This design comes from an exercise in tuning for small area and a short achievable clock period on the open sky130 flow, not from production work.
Where RTL was checked, it was by simulation tests only, not by an equivalence proof against the original.
No driver is modelled on the clock port, so clock power and skew are understated where the tree is cut down; a real chip needs a root buffer or a tree.
Power is estimated from default activity; no workload was simulated.

==> job 3784 <==
==> flow/design.v <==
module alu_top (
    input             iClk,
    input      [31:0] iDataA,
    input      [31:0] iDataB,
    input      [3:0]  iAluOp,
    output reg [31:0] oData,
    output reg        oZero
  );
  reg [31:0] rDataA;
  reg [31:0] rDataB;
  reg [3:0]  rAluOp;
  wire [31:0] wData;
  wire        wZero;
  ALU u_alu (
        .iDataA(rDataA),
        .iDataB(rDataB),
        .iAluOp(rAluOp),
        .oData(wData),
        .oZero(wZero)
      );
  always @(posedge iClk)
  begin
    rDataA <= iDataA;
    rDataB <= iDataB;
    rAluOp <= iAluOp;
    oData  <= wData;
    oZero  <= wZero;
  end
endmodule

module ALU (
    input  [31:0] iDataA,  
    input  [31:0] iDataB,  
    input  [3:0]  iAluOp,  
    output [31:0] oData,   
    output        oZero
  );
  wire [31:0] a  = iDataA;
  wire [31:0] b  = iDataB;
  wire [3:0]  op = iAluOp;
  wire op_sum  = ~op[0] & (op[3] | (~op[2] & ~op[1]));
  wire op_sll  = (op == 4'b0001);
  wire op_sr   = op[3] & ~op[1] & op[0];           
  wire op_sra  = (op == 4'b1101);
  wire op_slt  = (op == 4'b0010);
  wire op_sltu = (op == 4'b0011);
  wire op_xor  = (op == 4'b0100);
  wire op_or   = (op == 4'b0110);
  wire op_and  = (op == 4'b0111);
  wire op_eqz  = ~op[2] & ~op[1] & ~op[0];          
  wire op_bne  = (op == 4'b1100);
  wire op_blt  = (op == 4'b1010);
  wire op_bge  = (op == 4'b1110);
  wire op_none = (op == 4'b0101) | (op == 4'b1011) | (op == 4'b1111);
  wire sub = op[3] | (~op[2] & op[1]);
  wire [31:0] x  = a ^ b;
  wire [31:0] p  = x ^ {32{sub}};
  wire [31:0] g  = a & ~p;
  wire [31:0] bx = b ^ {32{sub}};
  wire g0_0 = g[0] | (p[0] & sub);
  wire p0_0 = p[0];
  wire g0_1 = g[1];
  wire p0_1 = p[1];
  wire g0_2 = g[2];
  wire p0_2 = p[2];
  wire g0_3 = g[3];
  wire p0_3 = p[3];
  wire g0_4 = g[4];
  wire p0_4 = p[4];
  wire g0_5 = g[5];
  wire p0_5 = p[5];
  wire g0_6 = g[6];
  wire p0_6 = p[6];
  wire g0_7 = g[7];
  wire p0_7 = p[7];
  wire g0_8 = g[8];
  wire p0_8 = p[8];
  wire g0_9 = g[9];
  wire p0_9 = p[9];
  wire g0_10 = g[10];
  wire p0_10 = p[10];
  wire g0_11 = g[11];
  wire p0_11 = p[11];
  wire g0_12 = g[12];
  wire p0_12 = p[12];
  wire g0_13 = g[13];
  wire p0_13 = p[13];
  wire g0_14 = g[14];
  wire p0_14 = p[14];
  wire g0_15 = g[15];
  wire p0_15 = p[15];
  wire g0_16 = g[16];
  wire p0_16 = p[16];
  wire g0_17 = g[17];
  wire p0_17 = p[17];
  wire g0_18 = g[18];
  wire p0_18 = p[18];
  wire g0_19 = g[19];
  wire p0_19 = p[19];
  wire g0_20 = g[20];
  wire p0_20 = p[20];
  wire g0_21 = g[21];
  wire p0_21 = p[21];
  wire g0_22 = g[22];
  wire p0_22 = p[22];
  wire g0_23 = g[23];
  wire p0_23 = p[23];
  wire g0_24 = g[24];
  wire p0_24 = p[24];
  wire g0_25 = g[25];
  wire p0_25 = p[25];
  wire g0_26 = g[26];
  wire p0_26 = p[26];
  wire g0_27 = g[27];
  wire p0_27 = p[27];
  wire g0_28 = g[28];
  wire p0_28 = p[28];
  wire g0_29 = g[29];
  wire p0_29 = p[29];
  wire g0_30 = g[30];
  wire p0_30 = p[30];
  wire g0_31 = g[31];
  wire p0_31 = p[31];
  wire gn1 = g0_1 | (p0_1 & g0_0);
  wire gn2 = g0_3 | (p0_3 & g0_2);
  wire pn2 = p0_3 & p0_2;
  wire gn3 = g0_5 | (p0_5 & g0_4);
  wire pn3 = p0_5 & p0_4;
  wire gn4 = g0_7 | (p0_7 & g0_6);
  wire pn4 = p0_7 & p0_6;
  wire gn5 = g0_9 | (p0_9 & g0_8);
  wire pn5 = p0_9 & p0_8;
  wire gn6 = g0_11 | (p0_11 & g0_10);
  wire pn6 = p0_11 & p0_10;
  wire gn7 = g0_13 | (p0_13 & g0_12);
  wire pn7 = p0_13 & p0_12;
  wire gn8 = g0_15 | (p0_15 & g0_14);
  wire pn8 = p0_15 & p0_14;
  wire gn9 = g0_17 | (p0_17 & g0_16);
  wire pn9 = p0_17 & p0_16;
  wire gn10 = g0_19 | (p0_19 & g0_18);
  wire pn10 = p0_19 & p0_18;
  wire gn11 = g0_21 | (p0_21 & g0_20);
  wire pn11 = p0_21 & p0_20;
  wire gn12 = g0_23 | (p0_23 & g0_22);
  wire pn12 = p0_23 & p0_22;
  wire gn13 = g0_25 | (p0_25 & g0_24);
  wire pn13 = p0_25 & p0_24;
  wire gn14 = g0_27 | (p0_27 & g0_26);
  wire pn14 = p0_27 & p0_26;
  wire gn15 = g0_29 | (p0_29 & g0_28);
  wire pn15 = p0_29 & p0_28;
  wire gn16 = g0_31 | (p0_31 & g0_30);
  wire pn16 = p0_31 & p0_30;
  wire gn17 = gn2 | (pn2 & gn1);
  wire gn18 = gn4 | (pn4 & gn3);
  wire pn18 = pn4 & pn3;
  wire gn19 = gn6 | (pn6 & gn5);
  wire pn19 = pn6 & pn5;
  wire gn20 = gn8 | (pn8 & gn7);
  wire pn20 = pn8 & pn7;
  wire gn21 = gn10 | (pn10 & gn9);
  wire pn21 = pn10 & pn9;
  wire gn22 = gn12 | (pn12 & gn11);
  wire pn22 = pn12 & pn11;
  wire gn23 = gn14 | (pn14 & gn13);
  wire pn23 = pn14 & pn13;
  wire gn24 = gn16 | (pn16 & gn15);
  wire pn24 = pn16 & pn15;
  wire gn25 = gn18 | (pn18 & gn17);
  wire gn26 = gn20 | (pn20 & gn19);
  wire pn26 = pn20 & pn19;
  wire gn27 = gn22 | (pn22 & gn21);
  wire pn27 = pn22 & pn21;
  wire gn28 = gn24 | (pn24 & gn23);
  wire pn28 = pn24 & pn23;
  wire gn29 = gn26 | (pn26 & gn25);
  wire gn30 = gn28 | (pn28 & gn27);
  wire pn30 = pn28 & pn27;
  wire gn31 = gn30 | (pn30 & gn29);
  wire gn32 = gn27 | (pn27 & gn29);
  wire gn33 = gn19 | (pn19 & gn25);
  wire gn34 = gn21 | (pn21 & gn29);
  wire gn35 = gn23 | (pn23 & gn32);
  wire gn36 = gn3 | (pn3 & gn17);
  wire gn37 = gn5 | (pn5 & gn25);
  wire gn38 = gn7 | (pn7 & gn33);
  wire gn39 = gn9 | (pn9 & gn29);
  wire gn40 = gn11 | (pn11 & gn34);
  wire gn41 = gn13 | (pn13 & gn32);
  wire gn42 = gn15 | (pn15 & gn35);
  wire gn43 = g0_2 | (p0_2 & gn1);
  wire gn44 = g0_4 | (p0_4 & gn17);
  wire gn45 = g0_6 | (p0_6 & gn36);
  wire gn46 = g0_8 | (p0_8 & gn25);
  wire gn47 = g0_10 | (p0_10 & gn37);
  wire gn48 = g0_12 | (p0_12 & gn33);
  wire gn49 = g0_14 | (p0_14 & gn38);
  wire gn50 = g0_16 | (p0_16 & gn29);
  wire gn51 = g0_18 | (p0_18 & gn39);
  wire gn52 = g0_20 | (p0_20 & gn34);
  wire gn53 = g0_22 | (p0_22 & gn40);
  wire gn54 = g0_24 | (p0_24 & gn32);
  wire gn55 = g0_26 | (p0_26 & gn41);
  wire gn56 = g0_28 | (p0_28 & gn35);
  wire gn57 = g0_30 | (p0_30 & gn42);
  wire [31:0] cgen = {gn31, gn57, gn42, gn56, gn35, gn55, gn41, gn54, gn32, gn53, gn40, gn52, gn34, gn51, gn39, gn50, gn29, gn49, gn38, gn48, gn33, gn47, gn37, gn46, gn25, gn45, gn36, gn44, gn17, gn43, gn1, g0_0};
  wire [31:0] sum = p ^ {cgen[30:0], sub};
  wire cout = cgen[31];
  wire ltu = ~cout;
  wire lts = (a[31] ^ b[31]) ? a[31] : ltu;
  wire sum_zero = ~|sum;
  wire ovf = |b[31:5];
  wire [31:0] r;
  genvar i;
  generate
    for (i = 0; i < 32; i = i + 1) begin : rev_in
      assign r[i] = op_sll ? a[31-i] : a[i];
    end
  endgenerate
  wire fill = op_sra & a[31];
  wire [31:0] s0 = b[0] ? {fill,       r[31:1]}  : r;
  wire [31:0] s1 = b[1] ? {{2{fill}},  s0[31:2]} : s0;
  wire [31:0] s2 = b[2] ? {{4{fill}},  s1[31:4]} : s1;
  wire [31:0] s3 = b[3] ? {{8{fill}},  s2[31:8]} : s2;
  wire [31:0] sr = b[4] ? {{16{fill}}, s3[31:16]} : s3;
  wire [4:0] sh = b[4:0] | {5{ovf}};
  wire [31:0] keep;
  generate
    for (i = 0; i < 32; i = i + 1) begin : keep_m
      assign keep[i] = (sh <= i);
    end
  endgenerate
  wire shift_zero = ~|(r & keep);
  wire sel_p = op_xor | op_or;
  wire sel_g = op_or | op_and;
  wire [31:0] lg = ({32{sel_p}} & p) | ({32{sel_g}} & g);
  wire logic_zero = ~|lg;
  wire sel_r  = op_sr  & ~ovf;
  wire sel_l  = op_sll & ~ovf;
  wire [31:0] sr_rev;
  generate
    for (i = 0; i < 32; i = i + 1) begin : rev_out
      assign sr_rev[i] = sr[31-i];
    end
  endgenerate
  wire ov_r  = op_sr  & ovf;    
  wire ov_l  = op_sll & ovf;    
  wire lt_bit = (op_slt & lts) | (op_sltu & ltu);
  wire [31:0] other = ({32{sel_r}} & sr) | ({32{sel_l}} & sr_rev) | lg
                    | {32{ov_r & fill}}
                    | {ov_l & a[0], 30'b0, (ov_r & a[31]) | lt_bit};
  assign oData = ({32{op_sum}} & sum) | other;
  assign oZero = (op_eqz & sum_zero)
               | (op_bne & ~sum_zero)
               | (op_blt & lts)
               | (op_bge & ~lts)
               | (op_slt & ~lts)
               | (op_sltu & ~ltu)
               | ((op_sll | op_sr) & shift_zero)
               | ((op_xor | op_or | op_and) & logic_zero)
               | op_none;
endmodule
==> flow/flow/run.sh <==
#!/bin/bash
# Own layout flow: the standard ORFS flow (standard.sh) with these changes:
#  - Yosys's final ABC mapping uses flow/map.abc (delay-targeted map with area
#    recovery) instead of ORFS's abc_speed script;
#  - ports are buffered with buf_1 instead of the default buffer cell;
#  - repair_timing aims for extra setup slack (SETUP_SLACK_MARGIN), with the
#    margins in flow/params.sh: one up to CTS, one for the repair after global
#    routing (which works on the worst path only, or is skipped);
#  - the clock is distributed by flow/own_cts.tcl (run as the CTS step's
#    PRE_CTS_TCL hook) instead of TritonCTS: four clkbuf_16, each driving a
#    quarter of the flip-flops, so every flip-flop sees one buffer stage.
# Everything else (synthesis script, register names, SDC, clock period, PDN,
# tap cells, placement, routing) is the standard flow. The make output goes to
# flow_make_*.log; ORFS writes each tool's own log under orfs/logs/.
set -euo pipefail
HERE=$(pwd)
source "$HERE/flow/params.sh"
cat > "$HERE/own_synth.tcl" <<EOT
# Same synthesis as synth_recipe.tcl; only the script given to the final abc call differs.
proc abc {args} {
  set i [lsearch -exact \$args -script]
  if {\$i >= 0} { lset args [expr {\$i + 1}] $HERE/flow/map.abc }
  yosys abc {*}\$args
}
source $HERE/synth_recipe.tcl
EOT
COMMON=("SYNTH_SCRIPT=$HERE/own_synth.tcl"
  "BUFFER_PORTS_ARGS=-buffer_cell sky130_fd_sc_hd__buf_1"
  "PRE_CTS_TCL=$HERE/flow/own_cts.tcl")
bash standard.sh "${COMMON[@]}" "SETUP_SLACK_MARGIN=$MARGIN_CTS" cts > "$HERE/flow_make_cts.log" 2>&1
if [[ "$MARGIN_GRT" == skip ]]; then
  bash standard.sh "${COMMON[@]}" "SETUP_SLACK_MARGIN=$MARGIN_CTS" SKIP_INCREMENTAL_REPAIR=1 finish > "$HERE/flow_make_finish.log" 2>&1
else
  bash standard.sh "${COMMON[@]}" "SETUP_SLACK_MARGIN=$MARGIN_GRT" TNS_END_PERCENT=0 finish > "$HERE/flow_make_finish.log" 2>&1
fi
==> flow/flow/map.abc <==
strash
dch
map -D 3000
topo
stime -c
buffer -c
upsize -D 3000
dnsize -D 3000
==> flow/flow/own_cts.tcl <==
# Clock distribution without TritonCTS. The flip-flops are split into NCLK
# groups by position (halves in x, then halves in y); the clock port drives one
# clkbuf_16 per group, placed at the group's centre, and each buffer drives its
# group's clock pins. All flip-flops see one buffer stage, so skew stays small.
set nclk 4
set block [ord::get_db_block]
set dbu [$block getDbUnitsPerMicron]
set flops {}
foreach inst [$block getInsts] {
  if {[[$inst getMaster] isSequential]} {
    set loc [$inst getLocation]
    lappend flops [list [$inst getName] [lindex $loc 0] [lindex $loc 1]]
  }
}
proc split_half {items idx} {
  set s [lsort -integer -index $idx $items]
  set h [expr {[llength $s] / 2}]
  return [list [lrange $s 0 [expr {$h - 1}]] [lrange $s $h end]]
}
set groups {}
foreach half [split_half $flops 1] {
  if {$nclk == 4} {
    foreach q [split_half $half 2] { lappend groups $q }
  } else {
    lappend groups $half
  }
}
set k 0
foreach g $groups {
  set xs 0; set ys 0; set pins {}
  foreach f $g {
    set xs [expr {$xs + [lindex $f 1]}]; set ys [expr {$ys + [lindex $f 2]}]
    lappend pins [get_pins "[lindex $f 0]/CLK"]
  }
  set cx [expr {double($xs) / [llength $g] / $dbu}]
  set cy [expr {double($ys) / [llength $g] / $dbu}]
  set b [insert_buffer -buffer_cell sky130_fd_sc_hd__clkbuf_16 -net iClk -load_pins $pins \
           -location [list $cx $cy] -buffer_name clkbuf_own_$k -net_name clknet_own_$k]
  set buf [$block findInst [get_full_name $b]]
  foreach it [$buf getITerms] {
    set nt [$it getNet]
    if {$nt ne "NULL"} { $nt setSigType CLOCK }
  }
  puts "own clock buffer [$buf getName] at $cx $cy drives [llength $g] flip-flops"
  incr k
}
proc clock_tree_synthesis {args} { puts "clock_tree_synthesis skipped: clock buffered by the own flow" }
==> flow/flow/params.sh <==
MARGIN_CTS=11.6
MARGIN_GRT=skip
==> flow/standard.sh <==
#!/bin/bash
# synth_recipe.tcl (not shown) runs the flow's synth.tcl, then flattens the netlist and writes it again
# the make line also repeats each setting of config.mk as NAME=value (left out here)
make -C /OpenROAD-flow-scripts/flow DESIGN_CONFIG=/design/flow/config.mk WORK_HOME=/design/flow/orfs CLKGATE_MAP_FILE= SYNTH_SCRIPT=/design/flow/synth_recipe.tcl "${@:-finish}"
==> flow/config.mk <==
export PLATFORM = sky130hd
export DESIGN_NAME = alu_top
export DESIGN_NICKNAME = alu_top
export VERILOG_FILES = /design/flow/design.v
export SDC_FILE = /design/flow/constraint.sdc
export NUM_CORES = 4
export LEC_CHECK = 0
export CAP_MARGIN = 20
export CORE_MARGIN = 2
export CORE_UTILIZATION = 40
export SLEW_MARGIN = 20
==> flow/constraint.sdc <==
create_clock -name core_clock -period 15.0 [get_ports {iClk}]
set_input_delay 3.0000 -clock core_clock [delete_from_list [all_inputs] [get_ports {iClk}]]
set_output_delay 3.0000 -clock core_clock [all_outputs]
set_load 0.01 [all_outputs]
==> inputs of job 7046, as changes to job 3784 <==
--- a/flow/design.v
+++ b/flow/design.v
@@ -209,7 +209,6 @@
   wire cout = cgen[31];
   wire ltu = ~cout;
   wire lts = (a[31] ^ b[31]) ? a[31] : ltu;
-  wire sum_zero = ~|sum;
   wire ovf = |b[31:5];
   wire [31:0] r;
   genvar i;
@@ -224,18 +223,9 @@
   wire [31:0] s2 = b[2] ? {{4{fill}},  s1[31:4]} : s1;
   wire [31:0] s3 = b[3] ? {{8{fill}},  s2[31:8]} : s2;
   wire [31:0] sr = b[4] ? {{16{fill}}, s3[31:16]} : s3;
-  wire [4:0] sh = b[4:0] | {5{ovf}};
-  wire [31:0] keep;
-  generate
-    for (i = 0; i < 32; i = i + 1) begin : keep_m
-      assign keep[i] = (sh <= i);
-    end
-  endgenerate
-  wire shift_zero = ~|(r & keep);
   wire sel_p = op_xor | op_or;
   wire sel_g = op_or | op_and;
   wire [31:0] lg = ({32{sel_p}} & p) | ({32{sel_g}} & g);
-  wire logic_zero = ~|lg;
   wire sel_r  = op_sr  & ~ovf;
   wire sel_l  = op_sll & ~ovf;
   wire [31:0] sr_rev;
@@ -251,13 +241,6 @@
                     | {32{ov_r & fill}}
                     | {ov_l & a[0], 30'b0, (ov_r & a[31]) | lt_bit};
   assign oData = ({32{op_sum}} & sum) | other;
-  assign oZero = (op_eqz & sum_zero)
-               | (op_bne & ~sum_zero)
-               | (op_blt & lts)
-               | (op_bge & ~lts)
-               | (op_slt & ~lts)
-               | (op_sltu & ~ltu)
-               | ((op_sll | op_sr) & shift_zero)
-               | ((op_xor | op_or | op_and) & logic_zero)
-               | op_none;
+  wire dz = ~|oData;
+  assign oZero = op_bne ? ~dz : (op_blt | op_bge) ? (lts ^ op[2]) : dz;
 endmodule
==> flow/flow/run.sh (replaced) <==
#!/bin/bash
# Own layout flow: the standard ORFS flow (standard.sh) with these changes:
#  - Yosys's final ABC mapping uses flow/map.abc (delay-targeted map with area
#    recovery) instead of ORFS's abc_speed script;
#  - ports are buffered with buf_1 instead of the default buffer cell;
#  - repair_timing aims for extra setup slack (SETUP_SLACK_MARGIN);
#  - the clock is distributed by flow/own_cts.tcl (run as the CTS step's
#    PRE_CTS_TCL hook) instead of TritonCTS: four clkbuf_16, each driving a
#    quarter of the flip-flops, so every flip-flop sees one buffer stage;
#  - the repair after global routing is skipped (SKIP_INCREMENTAL_REPAIR), as
#    it mostly upsized cells for paths it could not speed up.
# Everything else (synthesis script, register names, SDC, clock period, PDN,
# tap cells, placement, routing) is the standard flow. The make output goes to
# flow_make.log; ORFS writes each tool's own log under orfs/logs/.
set -euo pipefail
HERE=$(pwd)
cat > "$HERE/own_synth.tcl" <<EOT
# Same synthesis as synth_recipe.tcl; only the script given to the final abc call differs.
proc abc {args} {
  set i [lsearch -exact \$args -script]
  if {\$i >= 0} { lset args [expr {\$i + 1}] $HERE/flow/map.abc }
  yosys abc {*}\$args
}
source $HERE/synth_recipe.tcl
EOT
MARGIN=$(cat "$HERE/flow/margin.txt")
bash standard.sh "SYNTH_SCRIPT=$HERE/own_synth.tcl" \
  "BUFFER_PORTS_ARGS=-buffer_cell sky130_fd_sc_hd__buf_1" \
  "SETUP_SLACK_MARGIN=$MARGIN" "PRE_CTS_TCL=$HERE/flow/own_cts.tcl" \
  SKIP_INCREMENTAL_REPAIR=1 finish > "$HERE/flow_make.log" 2>&1
==> flow/flow/map.abc (replaced) <==
strash
dch
map -D 2500
topo
stime -c
buffer -c
upsize -D 2500
dnsize -D 2500
==> flow/flow/margin.txt (new file) <==
11.4
removed: flow/flow/params.sh
==> inputs of job 358, as changes to job 3784 <==
==> flow/flow/map.abc (replaced) <==
strash
dch
map -D 2500
topo
stime -c
buffer -c
upsize -D 2500
dnsize -D 2500
==> flow/flow/params.sh (replaced) <==
MARGIN_CTS=12.0
MARGIN_GRT=skip
==> inputs of job 3973, as changes to job 3784 <==
--- a/flow/design.v
+++ b/flow/design.v
@@ -209,7 +209,8 @@
   wire cout = cgen[31];
   wire ltu = ~cout;
   wire lts = (a[31] ^ b[31]) ? a[31] : ltu;
-  wire sum_zero = ~|sum;
+  wire [31:0] kz = {a[30:0] | bx[30:0], sub};
+  wire sum_zero = ~|(p ^ kz);
   wire ovf = |b[31:5];
   wire [31:0] r;
   genvar i;
@@ -224,14 +225,7 @@
   wire [31:0] s2 = b[2] ? {{4{fill}},  s1[31:4]} : s1;
   wire [31:0] s3 = b[3] ? {{8{fill}},  s2[31:8]} : s2;
   wire [31:0] sr = b[4] ? {{16{fill}}, s3[31:16]} : s3;
-  wire [4:0] sh = b[4:0] | {5{ovf}};
-  wire [31:0] keep;
-  generate
-    for (i = 0; i < 32; i = i + 1) begin : keep_m
-      assign keep[i] = (sh <= i);
-    end
-  endgenerate
-  wire shift_zero = ~|(r & keep);
+  wire shift_zero = ovf ? ~(fill | r[31]) : ~|sr;
   wire sel_p = op_xor | op_or;
   wire sel_g = op_or | op_and;
   wire [31:0] lg = ({32{sel_p}} & p) | ({32{sel_g}} & g);
==> flow/flow/map.abc (replaced) <==
strash
dch
map -D 2500
topo
stime -c
buffer -c
upsize -D 2500
dnsize -D 2500
==> flow/flow/params.sh (replaced) <==
MARGIN_CTS=11.4
MARGIN_GRT=skip
==> metrics.log <==
INFO  metric synthesis.area_per_instance = roughly 6.5 um2
INFO  metric rrSetupSlack = 11.14 ns
INFO  metric outcome = complete, no violations
INFO  metric crit_path_start = rAluOp[0]
INFO  metric post-cts-setup-buffer-count = 4
INFO  metric cts.clk_slew.worst_paths = ~0.090 ns
INFO  metric met2_wirelength = slightly above 10000 um
INFO  metric comb_power = 268 uW
INFO  metric dominant_power_group = sequential cells
[end of results for job 7046]
==> metrics.log <==
INFO  metric rrSetupSlack = ~11 ns
INFO  metric layout_area_overhead = 9.56%
INFO  metric internal_power_contribution = 432 uW
INFO  metric post-cts-setup-buffer-count = 6
INFO  metric route.detailed.wl_per_inst = between 15 and 20 um
INFO  metric share_of_cell_area_taken_by_multi_input_logic_gates = 0.572
INFO  metric die-width = roughly 140 um
INFO  metric dominant_power_group = sequential cells
INFO  metric crit_path_start = rAluOp[1]
INFO  metric cts.clk_slew.worst_paths = roughly 0.10 ns
INFO  metric outcome = complete, no violations
INFO  metric comb_power = 279 uW
[end of results for job 3973]
==> metrics.log <==
INFO  metric worst_r2r_startpoint = rDataB[8]
INFO  metric outcome = complete, no violations
INFO  metric fmax = 270 MHz
INFO  metric met2_wirelength = 11800 um
INFO  metric multiInputGateArea = between 4000 and 5000 um2
INFO  metric synthesis.area_per_instance = between 6 and 7 um2
INFO  metric reg_top3 = oData: 32 flops, rDataA: 32 flops, rDataB: 32 flops
INFO  metric worst_hold_endpoint = oData[0]
INFO  metric numSequentialCells = between 100 and 150
INFO  metric post-cts-setup-buffer-count = 21
INFO  metric finalHoldViolations = 0
INFO  metric rr_endpoint = oZero
INFO  metric ys_seq_elements = 101
INFO  metric worst_ep_arrival_time = about 3.8 ns
INFO  metric comb_power = 347 uW
INFO  metric crit_path_start = rDataB[8]
INFO  metric transition_at_the_pin_with_the_smallest_max_transition_slack = approximately 1.0 ns
INFO  metric synth-warning-count = 1
[end of results for job 358]
==> metrics.log <==
INFO  metric outcome = complete, no violations
INFO  metric post-cts-setup-buffer-count = 28
INFO  metric dominant_power_group = combinational cells
INFO  metric synth_top_family_by_area = simple AND/OR/NAND/NOR gates
INFO  metric library_cell_with_the_largest_summed_area_after_synthesis = sky130_fd_sc_hd__dfxtp_1
INFO  metric most_frequent_cell_on_the_critical_path = sky130_fd_sc_hd__a21oi_2
INFO  metric met2_wirelength = approximately 11000 um
INFO  metric comb_power = around 320 uW
INFO  metric post-dp-hpwl = 21300 um
INFO  metric leakagePower = around 3.9 nW
INFO  metric number_of_antenna_violations_at_the_first_check_in_global_routing = 0
INFO  metric rrSetupSlack = about 11 ns
INFO  metric power_clock = between 100 and 150 uW
INFO  metric detail-route-antenna-nets = 0
INFO  metric cts.clk_slew.worst_paths = approximately 0.090 ns
INFO  metric synthesis.area_per_instance = around 6.3 um2
INFO  metric crit_path_start = rAluOp[1]
INFO  metric largest_net_degree_at_the_start_of_global_routing = 36
[end of results for job 3784]
Function not checked in job 3973: the RTL went through the layout flow alone. No run of this note takes its clock network from TritonCTS; it comes from the design's own scripts or RTL.

==> re-timing with driven ports <==
No port has a modelled driver above. Below, the same layouts with a new extraction and two added sets of constraints.
Step 1: set_driving_cell puts a clkbuf_16 on iClk and a buf_2 on each other input, an assumption about the parent block.
Step 2 moves the port delays by t, midway between the first and last clock arrival at a register: inputs arrive t later, outputs are due t later. That takes back most of the time a late clock gives input paths.
Slacks: no drivers / after step 1 / after step 2; pairs: no drivers / after step 1.
run	t (ns)	setup slack, ns	clock arrival spread, ns
job 3784	0.251	11.377 / 11.289 / 11.377	0.016 / 0.016
job 7046	0.242	11.136 / 11.136 / 11.136	0.015 / 0.015
job 358	0.245	11.300 / 11.300 / 11.300	0.011 / 0.010
job 3973	0.256	11.304 / 11.246 / 11.304	0.021 / 0.020
After both steps every run listed still meets setup and hold.
